What follows belongs to an exercise in optimizing a design on an open flow for a short achievable clock period and few clock cycles; a production flow would make more cautious choices. No run shown here included a check of the RTL's function; only the layout flow was run. Power figures rest on the tool's default switching activity, not on a simulated workload.

[design/flow/run.sh]
#!/bin/bash
# synth_recipe.tcl (not shown) runs the flow's synth.tcl, then flattens the netlist and writes it again
# the make line also repeats each setting of config.mk as NAME=value (left out here)
make -C /OpenROAD-flow-scripts/flow DESIGN_CONFIG=/design/flow/config.mk WORK_HOME=/design/flow/orfs CLKGATE_MAP_FILE= SYNTH_SCRIPT=/design/flow/synth_recipe.tcl finish
[design/flow/config.mk]
export PLATFORM = sky130hd
export DESIGN_NAME = TinyMIPS
export DESIGN_NICKNAME = TinyMIPS
export VERILOG_FILES = /design/flow/design.v
export SDC_FILE = /design/flow/constraint.sdc
export NUM_CORES = 4
export LEC_CHECK = 0
export CAP_MARGIN = 20
export CORE_MARGIN = 2
export CORE_UTILIZATION = 40
export SETUP_SLACK_MARGIN = 4.3
export SLEW_MARGIN = 20
[design/flow/constraint.sdc]
create_clock -name core_clock -period 7.0 [get_ports {clk}]
set_input_delay 1.4000 -clock core_clock [delete_from_list [all_inputs] [get_ports {clk}]]
set_output_delay 1.4000 -clock core_clock [all_outputs]
set_load 0.01 [all_outputs]
[design/flow/design.v]
`timescale 1ns / 1ps
module TinyMIPS(clk, rst, data_fromRAM, wrEn, addr_toRAM, data_toRAM);
	input clk, rst;
	output reg wrEn;
	input [15:0] data_fromRAM;
	output reg [15:0] data_toRAM;
	output reg [7:0] addr_toRAM;
	reg [15:0] RF [7:0];
	reg [7:0] ar;            
	reg       afetch;        
	reg       wr;            
	reg [15:0] dr;           
	reg [7:0] pcf;           
	reg       fv, f_btb;
	reg [7:0] fpc;
	reg [1:0] qn;
	reg [15:0] q0i, q1i;
	reg [7:0] q0p, q1p;
	reg       q0t, q1t, q0b, q1b;
	reg       ev, e_ann;
	reg       e_alu, e_mul, e_ld, e_st, e_sh, e_beq, e_blt, e_bgt, e_pred, e_btb, e_off1, e_off2;
	reg [2:0] ed;
	reg [15:0] eA, eB, eC;
	reg [1:0] cA, cB, cC;    
	reg [1:0] tA, tB, tC;    
	reg [7:0] e_pc, e_pc1, e_pc2, e_tgt, e_tgt1;
	reg       skip_pend;
	reg       rv, mv, lv;
	reg [2:0] rd_, md, ldd;
	reg [15:0] res_r, mres_r, ld_r;
	reg       memv, wbv;
	reg [2:0] memd, wbd;
	reg       m2v;
	reg [2:0] m2d;
	reg       smc_r;
	reg [7:0] smc_pc, smc_pc1;
	reg [3:0] bv;
	reg [7:0] bpc0, bpc1, bpc2, bpc3, btg0, btg1, btg2, btg3, btp0, btp1, btp2, btp3;
	reg [1:0] bptr;
	reg       bi_r;
	reg [7:0] bi_pc, bi_tg, bi_tp;
	always @* begin
		addr_toRAM = ar;
		wrEn = wr;
		data_toRAM = dr;
	end
	wire [15:0] opA = (cA == 2'd1) ? ((tA == 2'd0) ? res_r : (tA == 2'd1) ? mres_r : ld_r) : eA;
	wire [15:0] opB = (cB == 2'd1) ? ((tB == 2'd0) ? res_r : (tB == 2'd1) ? mres_r : ld_r) : eB;
	wire [15:0] opC = (cC == 2'd1) ? ((tC == 2'd0) ? res_r : (tC == 2'd1) ? mres_r : ld_r) : eC;
	wire e_wait = cA[1] | cB[1] | cC[1];
	wire evx = ev & ~e_ann;                    
	wire ex_go = evx & ~e_wait & ~smc_r;
	wire ex_hold = evx & e_st & wr & (&ar);    
	wire [15:0] sum = opB + opC;
	wire sh_zero = (|opC[15:6]) | opC[4];
	wire [15:0] sh = sh_zero ? 16'd0 : (opC[5] ? (opB << opC[3:0]) : (opB >> opC[3:0]));
	wire [15:0] alu = e_sh ? sh : sum;
	wire ex_alu = ex_go & e_alu;
	wire ex_st = ex_go & e_st & ~ex_hold;
	wire ex_ld = ex_go & e_ld;
	wire ex_mem = ex_st | ex_ld;
	wire [7:0] sa = sum[7:0];
	wire tk = (e_beq & (opA == opB)) | (e_blt & (opA < opB)) | (e_bgt & (opA > opB));
	wire e_br = e_beq | e_blt | e_bgt;
	wire taken = tk & ~e_off1 & ~(e_off2 & ~e_pred);
	wire skip_now = ex_go & e_br & tk & e_off2 & ~e_pred;
	wire misp = (ex_go & (e_br ? (taken != e_pred) : e_pred)) | (ev & e_ann & e_pred & ~smc_r);
	wire mw1 = opB[0] & opC[0];
	wire mw2 = opB[1] & opC[0];
	wire mw3 = opB[0] & opC[1];
	wire mw4 = opB[2] & opC[0];
	wire mw5 = opB[1] & opC[1];
	wire mw6 = opB[0] & opC[2];
	wire mw7 = opB[3] & opC[0];
	wire mw8 = opB[2] & opC[1];
	wire mw9 = opB[1] & opC[2];
	wire mw10 = opB[0] & opC[3];
	wire mw11 = opB[4] & opC[0];
	wire mw12 = opB[3] & opC[1];
	wire mw13 = opB[2] & opC[2];
	wire mw14 = opB[1] & opC[3];
	wire mw15 = opB[0] & opC[4];
	wire mw16 = opB[5] & opC[0];
	wire mw17 = opB[4] & opC[1];
	wire mw18 = opB[3] & opC[2];
	wire mw19 = opB[2] & opC[3];
	wire mw20 = opB[1] & opC[4];
	wire mw21 = opB[0] & opC[5];
	wire mw22 = opB[6] & opC[0];
	wire mw23 = opB[5] & opC[1];
	wire mw24 = opB[4] & opC[2];
	wire mw25 = opB[3] & opC[3];
	wire mw26 = opB[2] & opC[4];
	wire mw27 = opB[1] & opC[5];
	wire mw28 = opB[0] & opC[6];
	wire mw29 = opB[7] & opC[0];
	wire mw30 = opB[6] & opC[1];
	wire mw31 = opB[5] & opC[2];
	wire mw32 = opB[4] & opC[3];
	wire mw33 = opB[3] & opC[4];
	wire mw34 = opB[2] & opC[5];
	wire mw35 = opB[1] & opC[6];
	wire mw36 = opB[0] & opC[7];
	wire mw37 = opB[8] & opC[0];
	wire mw38 = opB[7] & opC[1];
	wire mw39 = opB[6] & opC[2];
	wire mw40 = opB[5] & opC[3];
	wire mw41 = opB[4] & opC[4];
	wire mw42 = opB[3] & opC[5];
	wire mw43 = opB[2] & opC[6];
	wire mw44 = opB[1] & opC[7];
	wire mw45 = opB[0] & opC[8];
	wire mw46 = opB[9] & opC[0];
	wire mw47 = opB[8] & opC[1];
	wire mw48 = opB[7] & opC[2];
	wire mw49 = opB[6] & opC[3];
	wire mw50 = opB[5] & opC[4];
	wire mw51 = opB[4] & opC[5];
	wire mw52 = opB[3] & opC[6];
	wire mw53 = opB[2] & opC[7];
	wire mw54 = opB[1] & opC[8];
	wire mw55 = opB[0] & opC[9];
	wire mw56 = opB[10] & opC[0];
	wire mw57 = opB[9] & opC[1];
	wire mw58 = opB[8] & opC[2];
	wire mw59 = opB[7] & opC[3];
	wire mw60 = opB[6] & opC[4];
	wire mw61 = opB[5] & opC[5];
	wire mw62 = opB[4] & opC[6];
	wire mw63 = opB[3] & opC[7];
	wire mw64 = opB[2] & opC[8];
	wire mw65 = opB[1] & opC[9];
	wire mw66 = opB[0] & opC[10];
	wire mw67 = opB[11] & opC[0];
	wire mw68 = opB[10] & opC[1];
	wire mw69 = opB[9] & opC[2];
	wire mw70 = opB[8] & opC[3];
	wire mw71 = opB[7] & opC[4];
	wire mw72 = opB[6] & opC[5];
	wire mw73 = opB[5] & opC[6];
	wire mw74 = opB[4] & opC[7];
	wire mw75 = opB[3] & opC[8];
	wire mw76 = opB[2] & opC[9];
	wire mw77 = opB[1] & opC[10];
	wire mw78 = opB[0] & opC[11];
	wire mw79 = opB[12] & opC[0];
	wire mw80 = opB[11] & opC[1];
	wire mw81 = opB[10] & opC[2];
	wire mw82 = opB[9] & opC[3];
	wire mw83 = opB[8] & opC[4];
	wire mw84 = opB[7] & opC[5];
	wire mw85 = opB[6] & opC[6];
	wire mw86 = opB[5] & opC[7];
	wire mw87 = opB[4] & opC[8];
	wire mw88 = opB[3] & opC[9];
	wire mw89 = opB[2] & opC[10];
	wire mw90 = opB[1] & opC[11];
	wire mw91 = opB[0] & opC[12];
	wire mw92 = opB[13] & opC[0];
	wire mw93 = opB[12] & opC[1];
	wire mw94 = opB[11] & opC[2];
	wire mw95 = opB[10] & opC[3];
	wire mw96 = opB[9] & opC[4];
	wire mw97 = opB[8] & opC[5];
	wire mw98 = opB[7] & opC[6];
	wire mw99 = opB[6] & opC[7];
	wire mw100 = opB[5] & opC[8];
	wire mw101 = opB[4] & opC[9];
	wire mw102 = opB[3] & opC[10];
	wire mw103 = opB[2] & opC[11];
	wire mw104 = opB[1] & opC[12];
	wire mw105 = opB[0] & opC[13];
	wire mw106 = opB[14] & opC[0];
	wire mw107 = opB[13] & opC[1];
	wire mw108 = opB[12] & opC[2];
	wire mw109 = opB[11] & opC[3];
	wire mw110 = opB[10] & opC[4];
	wire mw111 = opB[9] & opC[5];
	wire mw112 = opB[8] & opC[6];
	wire mw113 = opB[7] & opC[7];
	wire mw114 = opB[6] & opC[8];
	wire mw115 = opB[5] & opC[9];
	wire mw116 = opB[4] & opC[10];
	wire mw117 = opB[3] & opC[11];
	wire mw118 = opB[2] & opC[12];
	wire mw119 = opB[1] & opC[13];
	wire mw120 = opB[0] & opC[14];
	wire mw121 = opB[15] & opC[0];
	wire mw122 = opB[14] & opC[1];
	wire mw123 = opB[13] & opC[2];
	wire mw124 = opB[12] & opC[3];
	wire mw125 = opB[11] & opC[4];
	wire mw126 = opB[10] & opC[5];
	wire mw127 = opB[9] & opC[6];
	wire mw128 = opB[8] & opC[7];
	wire mw129 = opB[7] & opC[8];
	wire mw130 = opB[6] & opC[9];
	wire mw131 = opB[5] & opC[10];
	wire mw132 = opB[4] & opC[11];
	wire mw133 = opB[3] & opC[12];
	wire mw134 = opB[2] & opC[13];
	wire mw135 = opB[1] & opC[14];
	wire mw136 = opB[0] & opC[15];
	wire mw137 = mw92 ^ mw93;
	wire mw138 = mw92 & mw93;
	wire mw139 = mw106 ^ mw107 ^ mw108;
	wire mw140 = (mw106 & mw107) | (mw106 & mw108) | (mw107 & mw108);
	wire mw141 = mw109 ^ mw110;
	wire mw142 = mw109 & mw110;
	wire mw143 = mw121 ^ mw122 ^ mw123;
	wire mw144 = (mw121 & mw122) | (mw121 & mw123) | (mw122 & mw123);
	wire mw145 = mw124 ^ mw125 ^ mw126;
	wire mw146 = (mw124 & mw125) | (mw124 & mw126) | (mw125 & mw126);
	wire mw147 = mw127 ^ mw128;
	wire mw148 = mw127 & mw128;
	wire mw149 = mw46 ^ mw47;
	wire mw150 = mw46 & mw47;
	wire mw151 = mw56 ^ mw57 ^ mw58;
	wire mw152 = (mw56 & mw57) | (mw56 & mw58) | (mw57 & mw58);
	wire mw153 = mw59 ^ mw60;
	wire mw154 = mw59 & mw60;
	wire mw155 = mw67 ^ mw68 ^ mw69;
	wire mw156 = (mw67 & mw68) | (mw67 & mw69) | (mw68 & mw69);
	wire mw157 = mw70 ^ mw71 ^ mw72;
	wire mw158 = (mw70 & mw71) | (mw70 & mw72) | (mw71 & mw72);
	wire mw159 = mw73 ^ mw74;
	wire mw160 = mw73 & mw74;
	wire mw161 = mw79 ^ mw80 ^ mw81;
	wire mw162 = (mw79 & mw80) | (mw79 & mw81) | (mw80 & mw81);
	wire mw163 = mw82 ^ mw83 ^ mw84;
	wire mw164 = (mw82 & mw83) | (mw82 & mw84) | (mw83 & mw84);
	wire mw165 = mw85 ^ mw86 ^ mw87;
	wire mw166 = (mw85 & mw86) | (mw85 & mw87) | (mw86 & mw87);
	wire mw167 = mw88 ^ mw89;
	wire mw168 = mw88 & mw89;
	wire mw169 = mw94 ^ mw95 ^ mw96;
	wire mw170 = (mw94 & mw95) | (mw94 & mw96) | (mw95 & mw96);
	wire mw171 = mw97 ^ mw98 ^ mw99;
	wire mw172 = (mw97 & mw98) | (mw97 & mw99) | (mw98 & mw99);
	wire mw173 = mw100 ^ mw101 ^ mw102;
	wire mw174 = (mw100 & mw101) | (mw100 & mw102) | (mw101 & mw102);
	wire mw175 = mw103 ^ mw104 ^ mw105;
	wire mw176 = (mw103 & mw104) | (mw103 & mw105) | (mw104 & mw105);
	wire mw177 = mw111 ^ mw112 ^ mw113;
	wire mw178 = (mw111 & mw112) | (mw111 & mw113) | (mw112 & mw113);
	wire mw179 = mw114 ^ mw115 ^ mw116;
	wire mw180 = (mw114 & mw115) | (mw114 & mw116) | (mw115 & mw116);
	wire mw181 = mw117 ^ mw118 ^ mw119;
	wire mw182 = (mw117 & mw118) | (mw117 & mw119) | (mw118 & mw119);
	wire mw183 = mw120 ^ mw139 ^ mw141;
	wire mw184 = (mw120 & mw139) | (mw120 & mw141) | (mw139 & mw141);
	wire mw185 = mw129 ^ mw130 ^ mw131;
	wire mw186 = (mw129 & mw130) | (mw129 & mw131) | (mw130 & mw131);
	wire mw187 = mw132 ^ mw133 ^ mw134;
	wire mw188 = (mw132 & mw133) | (mw132 & mw134) | (mw133 & mw134);
	wire mw189 = mw135 ^ mw136 ^ mw143;
	wire mw190 = (mw135 & mw136) | (mw135 & mw143) | (mw136 & mw143);
	wire mw191 = mw145 ^ mw147 ^ mw140;
	wire mw192 = (mw145 & mw147) | (mw145 & mw140) | (mw147 & mw140);
	wire mw193 = mw22 ^ mw23;
	wire mw194 = mw22 & mw23;
	wire mw195 = mw29 ^ mw30 ^ mw31;
	wire mw196 = (mw29 & mw30) | (mw29 & mw31) | (mw30 & mw31);
	wire mw197 = mw32 ^ mw33;
	wire mw198 = mw32 & mw33;
	wire mw199 = mw37 ^ mw38 ^ mw39;
	wire mw200 = (mw37 & mw38) | (mw37 & mw39) | (mw38 & mw39);
	wire mw201 = mw40 ^ mw41 ^ mw42;
	wire mw202 = (mw40 & mw41) | (mw40 & mw42) | (mw41 & mw42);
	wire mw203 = mw43 ^ mw44;
	wire mw204 = mw43 & mw44;
	wire mw205 = mw48 ^ mw49 ^ mw50;
	wire mw206 = (mw48 & mw49) | (mw48 & mw50) | (mw49 & mw50);
	wire mw207 = mw51 ^ mw52 ^ mw53;
	wire mw208 = (mw51 & mw52) | (mw51 & mw53) | (mw52 & mw53);
	wire mw209 = mw54 ^ mw55 ^ mw149;
	wire mw210 = (mw54 & mw55) | (mw54 & mw149) | (mw55 & mw149);
	wire mw211 = mw61 ^ mw62 ^ mw63;
	wire mw212 = (mw61 & mw62) | (mw61 & mw63) | (mw62 & mw63);
	wire mw213 = mw64 ^ mw65 ^ mw66;
	wire mw214 = (mw64 & mw65) | (mw64 & mw66) | (mw65 & mw66);
	wire mw215 = mw151 ^ mw153 ^ mw150;
	wire mw216 = (mw151 & mw153) | (mw151 & mw150) | (mw153 & mw150);
	wire mw217 = mw75 ^ mw76 ^ mw77;
	wire mw218 = (mw75 & mw76) | (mw75 & mw77) | (mw76 & mw77);
	wire mw219 = mw78 ^ mw155 ^ mw157;
	wire mw220 = (mw78 & mw155) | (mw78 & mw157) | (mw155 & mw157);
	wire mw221 = mw159 ^ mw152 ^ mw154;
	wire mw222 = (mw159 & mw152) | (mw159 & mw154) | (mw152 & mw154);
	wire mw223 = mw90 ^ mw91 ^ mw161;
	wire mw224 = (mw90 & mw91) | (mw90 & mw161) | (mw91 & mw161);
	wire mw225 = mw163 ^ mw165 ^ mw167;
	wire mw226 = (mw163 & mw165) | (mw163 & mw167) | (mw165 & mw167);
	wire mw227 = mw156 ^ mw158 ^ mw160;
	wire mw228 = (mw156 & mw158) | (mw156 & mw160) | (mw158 & mw160);
	wire mw229 = mw137 ^ mw169 ^ mw171;
	wire mw230 = (mw137 & mw169) | (mw137 & mw171) | (mw169 & mw171);
	wire mw231 = mw173 ^ mw175 ^ mw162;
	wire mw232 = (mw173 & mw175) | (mw173 & mw162) | (mw175 & mw162);
	wire mw233 = mw164 ^ mw166 ^ mw168;
	wire mw234 = (mw164 & mw166) | (mw164 & mw168) | (mw166 & mw168);
	wire mw235 = mw138 ^ mw177 ^ mw179;
	wire mw236 = (mw138 & mw177) | (mw138 & mw179) | (mw177 & mw179);
	wire mw237 = mw181 ^ mw183 ^ mw170;
	wire mw238 = (mw181 & mw183) | (mw181 & mw170) | (mw183 & mw170);
	wire mw239 = mw172 ^ mw174 ^ mw176;
	wire mw240 = (mw172 & mw174) | (mw172 & mw176) | (mw174 & mw176);
	wire mw241 = mw142 ^ mw185 ^ mw187;
	wire mw242 = (mw142 & mw185) | (mw142 & mw187) | (mw185 & mw187);
	wire mw243 = mw189 ^ mw191 ^ mw178;
	wire mw244 = (mw189 & mw191) | (mw189 & mw178) | (mw191 & mw178);
	wire mw245 = mw180 ^ mw182 ^ mw184;
	wire mw246 = (mw180 & mw182) | (mw180 & mw184) | (mw182 & mw184);
	wire mw247 = mw11 ^ mw12;
	wire mw248 = mw11 & mw12;
	wire mw249 = mw16 ^ mw17 ^ mw18;
	wire mw250 = (mw16 & mw17) | (mw16 & mw18) | (mw17 & mw18);
	wire mw251 = mw19 ^ mw20;
	wire mw252 = mw19 & mw20;
	wire mw253 = mw24 ^ mw25 ^ mw26;
	wire mw254 = (mw24 & mw25) | (mw24 & mw26) | (mw25 & mw26);
	wire mw255 = mw27 ^ mw28 ^ mw193;
	wire mw256 = (mw27 & mw28) | (mw27 & mw193) | (mw28 & mw193);
	wire mw257 = mw34 ^ mw35 ^ mw36;
	wire mw258 = (mw34 & mw35) | (mw34 & mw36) | (mw35 & mw36);
	wire mw259 = mw195 ^ mw197 ^ mw194;
	wire mw260 = (mw195 & mw197) | (mw195 & mw194) | (mw197 & mw194);
	wire mw261 = mw45 ^ mw199 ^ mw201;
	wire mw262 = (mw45 & mw199) | (mw45 & mw201) | (mw199 & mw201);
	wire mw263 = mw203 ^ mw196 ^ mw198;
	wire mw264 = (mw203 & mw196) | (mw203 & mw198) | (mw196 & mw198);
	wire mw265 = mw205 ^ mw207 ^ mw209;
	wire mw266 = (mw205 & mw207) | (mw205 & mw209) | (mw207 & mw209);
	wire mw267 = mw200 ^ mw202 ^ mw204;
	wire mw268 = (mw200 & mw202) | (mw200 & mw204) | (mw202 & mw204);
	wire mw269 = mw211 ^ mw213 ^ mw215;
	wire mw270 = (mw211 & mw213) | (mw211 & mw215) | (mw213 & mw215);
	wire mw271 = mw206 ^ mw208 ^ mw210;
	wire mw272 = (mw206 & mw208) | (mw206 & mw210) | (mw208 & mw210);
	wire mw273 = mw217 ^ mw219 ^ mw221;
	wire mw274 = (mw217 & mw219) | (mw217 & mw221) | (mw219 & mw221);
	wire mw275 = mw212 ^ mw214 ^ mw216;
	wire mw276 = (mw212 & mw214) | (mw212 & mw216) | (mw214 & mw216);
	wire mw277 = mw223 ^ mw225 ^ mw227;
	wire mw278 = (mw223 & mw225) | (mw223 & mw227) | (mw225 & mw227);
	wire mw279 = mw218 ^ mw220 ^ mw222;
	wire mw280 = (mw218 & mw220) | (mw218 & mw222) | (mw220 & mw222);
	wire mw281 = mw229 ^ mw231 ^ mw233;
	wire mw282 = (mw229 & mw231) | (mw229 & mw233) | (mw231 & mw233);
	wire mw283 = mw224 ^ mw226 ^ mw228;
	wire mw284 = (mw224 & mw226) | (mw224 & mw228) | (mw226 & mw228);
	wire mw285 = mw235 ^ mw237 ^ mw239;
	wire mw286 = (mw235 & mw237) | (mw235 & mw239) | (mw237 & mw239);
	wire mw287 = mw230 ^ mw232 ^ mw234;
	wire mw288 = (mw230 & mw232) | (mw230 & mw234) | (mw232 & mw234);
	wire mw289 = mw241 ^ mw243 ^ mw245;
	wire mw290 = (mw241 & mw243) | (mw241 & mw245) | (mw243 & mw245);
	wire mw291 = mw236 ^ mw238 ^ mw240;
	wire mw292 = (mw236 & mw238) | (mw236 & mw240) | (mw238 & mw240);
	wire [15:0] mq0 = {mw289, mw285, mw281, mw277, mw273, mw269, mw265, mw261, mw257, mw253, mw21, mw13, mw7, mw4, mw2, mw1};
	wire [15:0] mq1 = {mw291, mw287, mw283, mw279, mw275, mw271, mw267, mw263, mw259, mw255, mw249, mw14, mw8, mw5, mw3, 1'b0};
	wire [15:0] mq2 = {mw286, mw282, mw278, mw274, mw270, mw266, mw262, mw258, mw254, mw250, mw251, mw15, mw9, mw6, 1'b0, 1'b0};
	wire [15:0] mq3 = {mw288, mw284, mw280, mw276, mw272, mw268, mw264, mw260, mw256, mw252, mw248, mw247, mw10, 1'b0, 1'b0, 1'b0};
	reg [15:0] mr0, mr1, mr2, mr3;
	wire [15:0] ms1 = mr0 ^ mr1 ^ mr2;
	wire [15:0] mc1 = ((mr0 & mr1) | (mr0 & mr2) | (mr1 & mr2)) << 1;
	wire [15:0] ms2 = ms1 ^ mc1 ^ mr3;
	wire [15:0] mc2 = ((ms1 & mc1) | (ms1 & mr3) | (mc1 & mr3)) << 1;
	wire [15:0] mres = ms2 + mc2;
	wire [3:0] fop = data_fromRAM[15:12];
	wire f_stat = fv & (fop == 4'd8 || fop == 4'd9 || fop == 4'd10) & data_fromRAM[5] & ~f_btb;
	wire f_pred = f_stat | (fv & f_btb);
	wire [7:0] f_tgt = fpc + {{2{data_fromRAM[5]}}, data_fromRAM[5:0]};
	wire [7:0] f_tgt1 = fpc + {{2{data_fromRAM[5]}}, data_fromRAM[5:0]} + 8'd1;
	wire [3:0] bh = {bv[3] & (bpc3 == ar), bv[2] & (bpc2 == ar), bv[1] & (bpc1 == ar), bv[0] & (bpc0 == ar)};
	wire bhit = afetch & (|bh);
	wire [7:0] bt = ({8{bh[0]}} & btg0) | ({8{bh[1]}} & btg1) | ({8{bh[2]}} & btg2) | ({8{bh[3]}} & btg3);
	wire [7:0] bt1 = ({8{bh[0]}} & btp0) | ({8{bh[1]}} & btp1) | ({8{bh[2]}} & btp2) | ({8{bh[3]}} & btp3);
	wire d_valid = (qn != 2'd0) | fv;
	wire [15:0] di = (qn != 2'd0) ? q0i : data_fromRAM;
	wire [7:0] dp = (qn != 2'd0) ? q0p : fpc;
	wire d_pred = (qn != 2'd0) ? q0t : f_pred;
	wire d_btb = (qn != 2'd0) ? q0b : f_btb;
	wire [3:0] op = di[15:12];
	wire [2:0] sA = di[11:9], sB = di[8:6], sC = di[5:3];
	wire is_add = op == 4'd0, is_addi = op == 4'd1, is_mul = op == 4'd2, is_srl = op == 4'd3;
	wire is_ld = op == 4'd4, is_st = op == 4'd5, is_cp = op == 4'd6, is_cpi = op == 4'd7;
	wire is_beq = op == 4'd8, is_blt = op == 4'd9, is_bgt = op == 4'd10;
	wire useA = is_st | is_beq | is_blt | is_bgt;
	wire useB = ~is_cpi & (op <= 4'd10);
	wire useC = is_add | is_mul | is_srl;
	wire [15:0] rA = (rv && rd_ == sA) ? res_r : (mv && md == sA) ? mres_r : (lv && ldd == sA) ? ld_r : RF[sA];
	wire [15:0] rB = (rv && rd_ == sB) ? res_r : (mv && md == sB) ? mres_r : (lv && ldd == sB) ? ld_r : RF[sB];
	wire [15:0] rC = (rv && rd_ == sC) ? res_r : (mv && md == sC) ? mres_r : (lv && ldd == sC) ? ld_r : RF[sC];
	wire exw = evx & (e_alu | e_mul | e_ld);
	wire memw = memv & ~(ex_alu & (ed == memd));
	wire [3:0] fwA = (exw && ed == sA) ? (e_alu ? 4'b0100 : e_mul ? 4'b1001 : 4'b1110) :
	                 (m2v && m2d == sA) ? 4'b0101 : (memw && memd == sA) ? 4'b1010 : (wbv && wbd == sA) ? 4'b0110 : 4'b0000;
	wire [3:0] fwB = (exw && ed == sB) ? (e_alu ? 4'b0100 : e_mul ? 4'b1001 : 4'b1110) :
	                 (m2v && m2d == sB) ? 4'b0101 : (memw && memd == sB) ? 4'b1010 : (wbv && wbd == sB) ? 4'b0110 : 4'b0000;
	wire [3:0] fwC = (exw && ed == sC) ? (e_alu ? 4'b0100 : e_mul ? 4'b1001 : 4'b1110) :
	                 (m2v && m2d == sC) ? 4'b0101 : (memw && memd == sC) ? 4'b1010 : (wbv && wbd == sC) ? 4'b0110 : 4'b0000;
	wire smc = ex_st & (((qn != 2'd0) & (q0p == sa)) | ((qn == 2'd2) & (q1p == sa)) |
	                    (fv & (fpc == sa)) | (afetch & (ar == sa)));
	wire flush = misp | smc_r;
	wire ex_free = ~(evx & (e_wait | ex_hold));
	wire cons = d_valid & ex_free;
	wire pred_redir = f_stat & ~flush;
	wire fv_next = afetch & ~flush & ~pred_redir;
	reg [1:0] qn_next;
	always @* begin
		if (flush) qn_next = 2'd0;
		else qn_next = qn + {1'b0, fv} - {1'b0, cons};
	end
	wire fetch = ~ex_mem & ((qn_next == 2'd0) | ((qn_next == 2'd1) & ~fv_next));
	wire [7:0] redir = smc_r ? smc_pc : ((taken & ~e_ann) ? e_tgt : e_pc1);
	wire [7:0] redir1 = smc_r ? smc_pc1 : ((taken & ~e_ann) ? e_tgt1 : e_pc2);
	wire [7:0] fa_n = pred_redir ? f_tgt : (bhit ? bt : pcf);
	wire [7:0] fa1_n = pred_redir ? f_tgt1 : (bhit ? bt1 : pcf + 8'd1);
	wire [7:0] fa = flush ? redir : fa_n;
	wire [7:0] fa1 = flush ? redir1 : fa1_n;
	wire b_ins = ex_go & e_br & taken & ~e_btb;
	wire b_del = ex_go & e_br & ~taken & e_btb;
	always @(posedge clk) begin
		if (lv) RF[ldd] <= ld_r;
		if (mv) RF[md] <= mres_r;
		if (rv) RF[rd_] <= res_r;
		res_r <= alu;
		rd_ <= ed;
		mres_r <= mres;
		md <= m2d;
		ld_r <= data_fromRAM;
		ldd <= wbd;
		fpc <= ar;
		memd <= ed;
		wbd <= memd;
		m2d <= ed;
		mr0 <= mq0;
		mr1 <= mq1;
		mr2 <= mq2;
		mr3 <= mq3;
		dr <= opA;
		ar <= ex_mem ? sa : fa;
		smc_pc <= e_pc1;
		smc_pc1 <= e_pc2;
		f_btb <= bhit;
		bi_pc <= e_pc;
		bi_tg <= e_tgt;
		bi_tp <= e_tgt1;
		if (qn == 2'd0 || (qn == 2'd1 && cons)) begin
			q0i <= data_fromRAM; q0p <= fpc; q0t <= f_pred; q0b <= f_btb;
		end
		else if (qn == 2'd2 && cons) begin
			q0i <= q1i; q0p <= q1p; q0t <= q1t; q0b <= q1b;
		end
		if (!(qn == 2'd2 && !cons)) begin
			q1i <= data_fromRAM; q1p <= fpc; q1t <= f_pred; q1b <= f_btb;
		end
		if (bi_r) begin
			case (bptr)
			2'd0: begin bpc0 <= bi_pc; btg0 <= bi_tg; btp0 <= bi_tp; end
			2'd1: begin bpc1 <= bi_pc; btg1 <= bi_tg; btp1 <= bi_tp; end
			2'd2: begin bpc2 <= bi_pc; btg2 <= bi_tg; btp2 <= bi_tp; end
			default: begin bpc3 <= bi_pc; btg3 <= bi_tg; btp3 <= bi_tp; end
			endcase
		end
		if (ex_free) begin
			e_alu <= is_add | is_addi | is_srl | is_cp | is_cpi;
			e_mul <= is_mul;
			e_ld <= is_ld;
			e_st <= is_st;
			e_sh <= is_srl;
			e_beq <= is_beq;
			e_blt <= is_blt;
			e_bgt <= is_bgt;
			e_pred <= d_pred;
			e_btb <= d_btb;
			e_ann <= skip_now | skip_pend;
			e_off1 <= di[5:0] == 6'd1;
			e_off2 <= di[5:0] == 6'd2;
			ed <= sA;
			eA <= rA;
			eB <= is_cpi ? {7'd0, di[8:0]} : rB;
			eC <= useC ? rC : is_addi ? {{10{di[5]}}, di[5:0]} : (is_ld | is_st) ? {10'd0, di[5:0]} : 16'd0;
			cA <= useA ? fwA[3:2] : 2'd0;
			cB <= useB ? fwB[3:2] : 2'd0;
			cC <= useC ? fwC[3:2] : 2'd0;
			tA <= fwA[1:0];
			tB <= fwB[1:0];
			tC <= fwC[1:0];
			e_pc <= dp;
			e_pc1 <= dp + 8'd1;
			e_pc2 <= dp + 8'd2;
			e_tgt <= dp + {{2{di[5]}}, di[5:0]};
			e_tgt1 <= dp + {{2{di[5]}}, di[5:0]} + 8'd1;
		end
		else if (e_wait) begin
			eA <= opA;
			eB <= opB;
			eC <= opC;
			if (cA != 2'd0) cA <= cA - 2'd1;
			if (cB != 2'd0) cB <= cB - 2'd1;
			if (cC != 2'd0) cC <= cC - 2'd1;
		end
		if (rst) begin
			ar <= 8'd0;
			afetch <= 1'b1;
			wr <= 1'b0;
			pcf <= 8'd1;
			fv <= 1'b0;
			qn <= 2'd0;
			ev <= 1'b0;
			rv <= 1'b0;
			mv <= 1'b0;
			lv <= 1'b0;
			memv <= 1'b0;
			wbv <= 1'b0;
			m2v <= 1'b0;
			smc_r <= 1'b0;
			bv <= 4'd0;
			bptr <= 2'd0;
			bi_r <= 1'b0;
			skip_pend <= 1'b0;
		end
		else begin
			wr <= ex_st;
			afetch <= fetch;
			fv <= fv_next;
			qn <= qn_next;
			if (smc) pcf <= e_pc1;
			else if (fetch) pcf <= fa1;
			else pcf <= fa;
			if (ex_free | smc_r)
				ev <= cons & ~flush;
			rv <= ex_alu;
			mv <= m2v;
			lv <= wbv;
			memv <= ex_ld;
			wbv <= memw;
			m2v <= ex_go & e_mul;
			smc_r <= smc;
			skip_pend <= (skip_now | skip_pend) & ~cons & ~flush;
			bi_r <= b_ins;
			if (bi_r) begin
				bv[bptr] <= 1'b1;
				bptr <= bptr + 2'd1;
			end
			if (b_del) begin
				if (bpc0 == e_pc) bv[0] <= 1'b0;
				if (bpc1 == e_pc) bv[1] <= 1'b0;
				if (bpc2 == e_pc) bv[2] <= 1'b0;
				if (bpc3 == e_pc) bv[3] <= 1'b0;
			end
			if (ex_st) begin
				if (bpc0 == sa) bv[0] <= 1'b0;
				if (bpc1 == sa) bv[1] <= 1'b0;
				if (bpc2 == sa) bv[2] <= 1'b0;
				if (bpc3 == sa) bv[3] <= 1'b0;
			end
		end
	end
endmodule
==> run notes, run 1 <==
Setup TNS = 0 ns
Worst VDD drop = 0.324 mV
Port-buffer cells = 42
Max Clk Rate = 0.232 GHz
Syn_area_per_cell = 9.79 um2
Layout cells sized above 1 = 0.301
Area growth, synth to finish = 31.3%
Critical path capture point type = register
CP required = 7.53 ns
Cell Pwr Density = 571 nW/um2
Flops & latches, synth = 607
Worst Tran Pin Value = 1.22 ns
Dpl hpwl = 87.6 mm
Global-route wire length before repair = 216 mm
Fin crit period = 4.31 ns
Ys Warns = 1
Maximum buffer depth of the clock tree = 3
1st-iter DRT viols = 4493
Initial Util = 0.404
Nets@finish = 4428
Antenna diode count = 0
Async SR Flop Fraction = 0
Post-synth top flop = edfxtp_1
Root buffer cell = clkbuf_16
TritonCTS clock tree = built
H-tree depth reported by CTS = 3
Worst Hold Class = reg -> reg
Slowest stage delay, CP = 0.48 ns
Remaining Overflow, GRT = 0
Relative slew slack = 0.186
Met2 GRT Util = 0.438
Routability cong. = 0.922
Final setup fails = 0
Via count of the first global-routing pass = 32500
Layout Cells excl Fill = 5557
Crit start category = register
Cells after Synth = 3929
Row cnt = 113
Global routing usage on met1 = 0.399
Status = complete, no violations
EDFF count, synth = 391
CP arrival = 4.84 ns
Hold slack = 0.334 ns
Wirelength per Cell = 27.0 um
Crit path kind = reg -> reg
Routed Wire Length = 150 mm
Cell variety after synth = 100
Antenna violations before repair = 2
Total of max-cap violations = 0
Met3 Usage GRT = 0.0840
Placed Area = 40500 um2
Hold Fails Final Rpt = 0
Top Ports = 43
Cell area after synthesis = 38500 um2
Mapped Nets = 4123
Vias = 34100
Die H = 314 um
Filler instances = 8061
Sequential-to-total area share from yosys stat = 0.418
Pleak = 19.9 nW
Design area = 50500 um2
RSZ-0062 raised after global routing = yes
Number of routed nets with antenna violations = 0
Setup Skew = 0.0396 ns
Worst path cell trace = buf_4 -> buf_4 -> mux2i_1 -> o21ai_0 -> mux2i_1 -> inv_1 -> ha_4 -> xnor2_1 -> a2111oi_2 -> o211ai_1 -> nor4b_4 -> o21ai_1 -> o211ai_1 -> nand3_1 -> nor3b_4 -> buf_12 -> nor2b_1 -> a211o_1
All-Layer GR Usage = 0.294
Die W = 314 um
CORE AREA = 95200 um2
Clk slew on worst S/H paths = 0.06 ns
Seq. cell area = 16200 um2
Die ar. = 98600 um2
Clock Latency Late Sink = 0.67 ns
Clk sinks = 607
Slowest-stage cell, CP = edfxtp_1
Num CTS Buffers = 70
Residual DRC = 0
Largest net degree at the start of global routing = 55
Placed Instances = 5024
CP max FO = 9
Most Used Layer, Global Route = met2
Multi-input logic area = 23600 um2
Fin crit share = 0.616
Core Util, Final = 0.531
Drt first pass iters = 6
Vias/cell = 6.14
Fin. max-slew vios = 0
[logic make-up (layout without fill, tap and decap cells)]
| logic type | count (synthesis) | after routing | synth area share |
|---|---|---|---|
| fa+ha+maj | 177 | 177 | 0.0739 |
| flops | 607 | 607 | 0.418 |
| simple gates | 1191 | 1199 | 0.139 |
| buf+inv | 451 | 803 | 0.0514 |
| xor+xnor | 252 | 252 | 0.0597 |
| mux | 424 | 426 | 0.125 |
| compound gates | 827 | 828 | 0.134 |
[flip-flops by register name, summed over array words and instances, names as in the netlist, 13 cells and up]
signal and count:
mr3 13, RF 128, eB 16, mr2 14
ld_r 16, eA 16, q1i 16, res_r 16
mr1 15, mr0 16, eC 16, q0i 16
mres_r 16, dr 16
[metal layers]
metal | wire length (um) | share of wire
met5 | 13 | 0.000087
met4 | 6860 | 0.046
met3 | 19200 | 0.13
met2 | 64400 | 0.43
met1 | 59500 | 0.40
[worst paths after layout]
path | slack, ns | depth (start not counted) | from | endpoint
worst max-delay path | 2.69 | 18 | tC[0] | pcf[3]
worst min-delay path | 0.33 | 0 | mr0[0] | mres_r[0]
worst max register to register | 2.69 | 18 | tC[0] | pcf[3]
worst min register to register | 0.33 | 0 | mr0[0] | mres_r[0]
[through the flow]
stage | setup slack [ns] | power (mW)
after floorplan | 2.60 | 15.4
after global placement | 1.61 | 19.1
after detailed placement | 1.62 | 19.2
after CTS | 2.79 | 26.9
after global routing | 2.51 | 30.1
final | 2.69 | 28.8
[cell usage after synthesis, drive strengths merged (18+ instances only)]
cell	instances	share of area
a211o	18	0.0041
a211oi	68	0.014
a21o	24	0.0047
a21oi	221	0.029
a22oi	35	0.0068
a311oi	32	0.0073
a31oi	35	0.0057
and2	19	0.0031
and3	48	0.0078
buf	123	0.019
clkbuf	191	0.019
dfxtp	216	0.11
edfxtp	391	0.31
fa	84	0.044
ha	92	0.030
inv	137	0.013
mux2	60	0.018
mux2i	331	0.088
mux4	33	0.020
nand2	529	0.052
nand2b	18	0.0029
nand3	109	0.014
nand4	30	0.0049
nor2	311	0.031
nor2b	22	0.0036
nor3	42	0.0069
nor4	25	0.0047
o211ai	26	0.0051
o21ai	270	0.035
o22ai	20	0.0033
xnor2	163	0.038
xor2	84	0.019
[cells in the final DEF (no fill, tap or decap), drive strengths merged, types with 68 or more instances in the layout]
master,n
clkbuf,99
xnor2,163
o21ai,270
ha,92
dfxtp,216
a21oi,222
edfxtp,391
a211oi,68
inv,137
mux2i,333
buf,489
fa,84
xor2,84
nand2,531
nor2,312
nand3,110
[repair_timing]
item / 4_1_cts / 5_1_grt
pin swaps: 173 / 150
gates cloned: 42 / 2
gates resized for setup: 681 / 286
endpoints found under the hold margin: 0 / 0
endpoints found under the setup margin: 415 / 340
hold buffers: 0 / 0
buffers inserted: 247 / 112
[final cells by class]
| type | instances | share of cell area |
|---|---|---|
| clock buffer | 96 | 0.0385 |
| clock inverter | 34 | 0.00927 |
| inverter | 137 | 0.0126 |
| multi-input combinational | 2882 | 0.468 |
| sequential | 607 | 0.320 |
| tap | 1265 | 0.0313 |
| timing repair buffer | 530 | 0.119 |
| timing repair inverter | 6 | 0.00124 |
[power breakdown]
| part | switching [mW] | total [mW] | internal [mW] |
|---|---|---|---|
| registers | 1.34 | 6.43 | 5.09 |
| logic | 10.2 | 18.5 | 8.28 |
| clock network | 1.67 | 3.94 | 2.28 |
| total | 13.2 | 28.8 | 15.6 |
[critical path, delay by kind of cell (launching register included)]
| kind | cells | cell delay [ns] |
|---|---|---|
| xor+xnor | 1 | 0.14 |
| compound gates | 6 | 1.22 |
| buf+inv | 4 | 0.74 |
| flops | 1 | 0.48 |
| simple gates | 4 | 0.78 |
| mux | 2 | 0.41 |
| fa+ha+maj | 1 | 0.41 |
==> run 2, diff against run 1 <==
--- a/design/flow/config.mk
+++ b/design/flow/config.mk
@@ -8,5 +8,5 @@
 export CAP_MARGIN = 20
 export CORE_MARGIN = 2
 export CORE_UTILIZATION = 40
-export SETUP_SLACK_MARGIN = 4.3
+export SETUP_SLACK_MARGIN = 4.0
 export SLEW_MARGIN = 20
==> run 2 against run 1 <==
Critical path depth stayed put. Still clean on timing, DRC and antenna. Maximum frequency up 0.15%. Critical path type unchanged. Flip-flop and latch count stayed put. Setup slack better by 0.0066 ns. Register-to-register slack hardly changed. First-iteration DRC count decreased by 1.7%. Sequential share of layout area grew 0.37 points. Clock power barely moved. Synthesized area unchanged.
==> run notes, run 2 <==
Status = complete, no violations (unchanged)
Port-buffer cells = 42 (unchanged)
Maximum buffer depth of the clock tree = 3 (unchanged)
Via count of the first global-routing pass = 31500 (was 32500)
Sequential-to-total area share from yosys stat = 0.418 (unchanged)
Psw = 13.1 mW (was 13.2 mW)
Die W = 314 um (unchanged)
Top Ports = 43 (unchanged)
Final setup fails = 0 (unchanged)
Fin crit period = 4.31 ns (about the same)
Largest net degree at the start of global routing = 52 (was 55)
Layout Cells excl Fill = 5494 (was 5557)
Nets@finish = 4367 (was 4428)
CP delay by family, top = simple AND/OR/NAND/NOR gates (was compound AO/OA/AOI/OAI gates)
Leading post-synthesis cells by cell area = edfxtp_1 (31%), dfxtp_1 (11%), mux2i_1 (8.4%) (unchanged)
CP max FO = 8 (was 9)
Critical path capture point type = register (unchanged)
Initial Util = 0.404 (unchanged)
Worst Tran Pin Value = 1.15 ns (was 1.22 ns)
Placed Area = 40400 um2 (was 40500 um2)
Max reg flops = 128 (unchanged)
Layout cells sized above 1 = 0.282 (was 0.301)
Reg with most FFs = RF (unchanged)
CP arrival = 4.90 ns (was 4.84 ns)
RSZ-0062 raised after global routing = yes (unchanged)
Async SR Flop Fraction = 0 (unchanged)
Syn_area_per_cell = 9.79 um2 (unchanged)
Row cnt = 113 (unchanged)
Reg2Reg Launch Point = tC[0] (unchanged)
Combinational group share of total power = 0.638 (was 0.640)
Remaining Overflow, GRT = 0 (unchanged)
Die ar. = 98600 um2 (unchanged)
Cell variety after synth = 100 (unchanged)
Worst VDD drop = 0.271 mV (was 0.324 mV)
Leading area contributor after synthesis = edfxtp_1 (unchanged)
Dpl hpwl = 87.5 mm (was 87.6 mm)
CP required = 7.59 ns (was 7.53 ns)
Num CTS Buffers = 70 (unchanged)
Post-synth top flop = edfxtp_1 (unchanged)
Crit path launch = tC[0] (unchanged)
Placed Instances = 5028 (was 5024)
Routability cong. = 0.921 (was 0.922)
Yosys top cell area share = 0.305 (unchanged)
Most numerous cell in the Yosys netlist = nand2_1 (unchanged)
Cell Pwr Density = 575 nW/um2 (was 571 nW/um2)
Commonest non-fill, non-tap cell in the layout = nand2_1 (unchanged)
Wirelength per Cell = 26.7 um (was 27.0 um)
Root buffer cell = clkbuf_16 (unchanged)
Design area = 49900 um2 (was 50500 um2)
Hold Fails Final Rpt = 0 (unchanged)
Drt first pass iters = 7 (was 6)
Vias/cell = 6.11 (was 6.14)
Register share of total power = 0.224 (was 0.223)
Clock Latency Late Sink = 0.67 ns (about the same)
Global-route wire length before repair = 210 mm (was 216 mm)
Setup TNS = 0 ns (unchanged)
Commonest cells in the synthesized netlist = nand2_1 (526), edfxtp_1 (391), mux2i_1 (323) (unchanged)
Fin. max-slew vios = 0 (unchanged)
Residual DRC = 0 (unchanged)
Crit path kind = reg -> reg (unchanged)
Crit start category = register (unchanged)
Vias = 33600 (was 34100)
Setup Skew = 0.0312 ns (was 0.0396 ns)
Cells after Synth = 3929 (unchanged)
Clock power share = 0.138 (was 0.137)
Antenna diode count = 0 (unchanged)
EDFF count, synth = 391 (unchanged)
Slowest stage delay, CP = 0.42 ns (was 0.48 ns)
Worst Min Path Start = mr0[0] (unchanged)
All-Layer GR Usage = 0.282 (was 0.294)
Cell area after synthesis = 38500 um2 (unchanged)
Sw Share = 0.455 (was 0.458)
Clk sinks = 607 (unchanged)
Ys Warns = 1 (unchanged)
Flops & latches, synth = 607 (unchanged)
Slowest-stage cell, CP = edfxtp_1 (unchanged)
Routed Wire Length = 146 mm (was 150 mm)
Worst Hold Class = reg -> reg (unchanged)
Area growth, synth to finish = 29.8% (was 31.3%)
Relative slew slack = 0.233 (was 0.186)
Clk slew on worst S/H paths = 0.06 ns (about the same)
Commonest cells after routing, fill and taps aside = nand2_1 (505), edfxtp_1 (391), nor2_1 (288) (was nand2_1 (501), edfxtp_1 (391), buf_4 (286))
Mapped Nets = 4123 (unchanged)
Die H = 314 um (unchanged)
Cell Int Power = 15.6 mW (about the same)
Number of routed nets with antenna violations = 0 (unchanged)
WP buf/inv = 3 (was 4)
Antenna violations before repair = 3 (was 2)
Worst path cell trace = buf_6 -> mux2_4 -> o211ai_1 -> a21boi_4 -> inv_8 -> ha_4 -> fa_2 -> a211oi_4 -> buf_4 -> nor3_4 -> nor2_4 -> xnor2_1 -> a41oi_1 -> nand4_1 -> nand3_1 -> nor3b_4 -> nor2b_4 -> a211o_1 (was buf_4 -> buf_4 -> mux2i_1 -> o21ai_0 -> mux2i_1 -> inv_1 -> ha_4 -> xnor2_1 -> a2111oi_2 -> o211ai_1 -> nor4b_4 -> o21ai_1 -> o211ai_1 -> nand3_1 -> nor3b_4 -> buf_12 -> nor2b_1 -> a211o_1)
1st-iter DRT viols = 4416 (was 4493)
Max Clk Rate = 0.232 GHz (about the same)
Fin crit share = 0.615 (was 0.616)
Pleak = 19.6 nW (was 19.9 nW)
CORE AREA = 95200 um2 (unchanged)
H-tree depth reported by CTS = 3 (unchanged)
TritonCTS clock tree = built (unchanged)
Total of max-cap violations = 0 (unchanged)
## run 2: cell types whose count changed in the layout (fill, tap and decap cells not counted), sizes merged, moves of 3 or more
cell           previous run  this run
buf                     489       423
and2                     23        20
clkinvlp                  9        14
clkdlybuf4s50             5        10
dlygate4sd2              11        18
clkdlybuf4s15            13         5
clkbuf                   99        94
## run 2: final timing paths
kind,slack [ns],to,depth (start not counted)
setup reg to reg,2.69,pcf[5],18
setup / recovery,2.69,pcf[5],18
hold reg to reg,0.34,mres_r[0],0
hold / removal,0.34,mres_r[0],0
## run 2: repair_timing
action / CTS / global route
gates cloned: 29 / 13
hold buffers: 0 / 0
setup endpoints to repair: 330 / 198
gates resized for setup: 495 / 381
endpoints found under the hold margin: 0 / 0
pin swaps: 128 / 180
buffers inserted: 183 / 113
## run 2: through the flow
| step | hold slack (ns) | total power, mW | utilization | worst slack [ns] |
|---|---|---|---|---|
| 3_3_place_gp | 0.349 | 18.9 | 0.425 | 1.71 |
| 5_1_grt | 0.352 | 29.9 | 0.525 | 2.56 |
| 4_1_cts | 0.347 | 26.2 | 0.495 | 2.71 |
| 3_5_place_dp | 0.327 | 19.0 | 0.425 | 1.66 |
| 6_report | 0.344 | 28.7 | 0.525 | 2.69 |
| 2_1_floorplan | 0.310 | 15.3 | - | 2.60 |
## run 2: power groups by stage
stage / clock network, mW / registers [mW] / logic, mW
6_report: 3.97 / 6.42 / 18.3
2_1_floorplan: 0 / 5.56 / 9.70
5_1_grt: 4.14 / 6.49 / 19.3
3_3_place_gp: 0 / 6.46 / 12.5
3_5_place_dp: 0 / 6.46 / 12.6
4_1_cts: 3.99 / 6.35 / 15.9
## run 2: cell type report
cell class                 count  area [um2]
timing repair buffer         474        5540
timing repair inverter         5        43.8
tap                         1265        1580
clock buffer                  85        1900
multi-input combinational   2878       23500
sequential                   607       16200
inverter                     137         626
fill                        8115       45200
clock inverter                43         548
## run 2: worst reg2reg max path, cell delays in order, from the launching register on
cell and delay (ns):
edfxtp_1 0.42, buf_6 0.14, mux2_4 0.28, o211ai_1 0.19, a21boi_4 0.30, inv_8 0.05
ha_4 0.17, fa_2 0.41, a211oi_4 0.31, buf_4 0.18, nor3_4 0.06, nor2_4 0.27
xnor2_1 0.14, a41oi_1 0.24, nand4_1 0.17, nand3_1 0.17, nor3b_4 0.42, nor2b_4 0.23
a211o_1 0.10
## run 2: cell families (layout without fill, tap and decap cells)
kind of cell	Yosys count	count (layout)	share of synthesized area
AOI/OAI and AO/OA	827	828	0.134
xor gates and xnor gates	252	252	0.0597
adders and majority gates	177	177	0.0739
buffers and inverters	451	744	0.0514
DFF	607	607	0.418
muxes	424	424	0.125
and+or+nand+nor	1191	1197	0.139
## run 2: layer usage
layer / GRT usage / vias up / part of all wire
met1: 0.393 / 16200 / 0.40
met2: 0.427 / 2286 / 0.43
met4: 0.118 / 2 / 0.049
met5: 0 / - / 0.000082
met3: 0.0568 / 503 / 0.12
li1: - / 14600 / -

## what the ideal ports hide
No port has a modelled driver above. Below, the same layouts with a new extraction and two added sets of constraints. Step 1 assumes that a clkbuf_16 drives the clock port and a buf_2 every other input. Step 2 moves the port delays by t, midway between the first and last clock arrival at a register: inputs arrive t later, outputs are due t later. That takes back most of the time a late clock gives input paths. Slacks: ideal / step 1 / step 2; pairs: ideal / step 1.
| run | shift t [ns] | setup WS [ns] | latest minus earliest clock arrival (ns) | worst register clock-pin slew, ns | cell pins on the clock port's net |
|---|---|---|---|---|---|
| run 1 | 0.724 | 2.686 / 2.686 / 2.686 | 0.040 / 0.041 | 0.07 / 0.07 | 1 |
| run 2 | 0.726 | 2.693 / 2.693 / 2.693 | 0.033 / 0.033 | 0.07 / 0.07 | 1 |
After both steps every run listed still meets setup and hold.
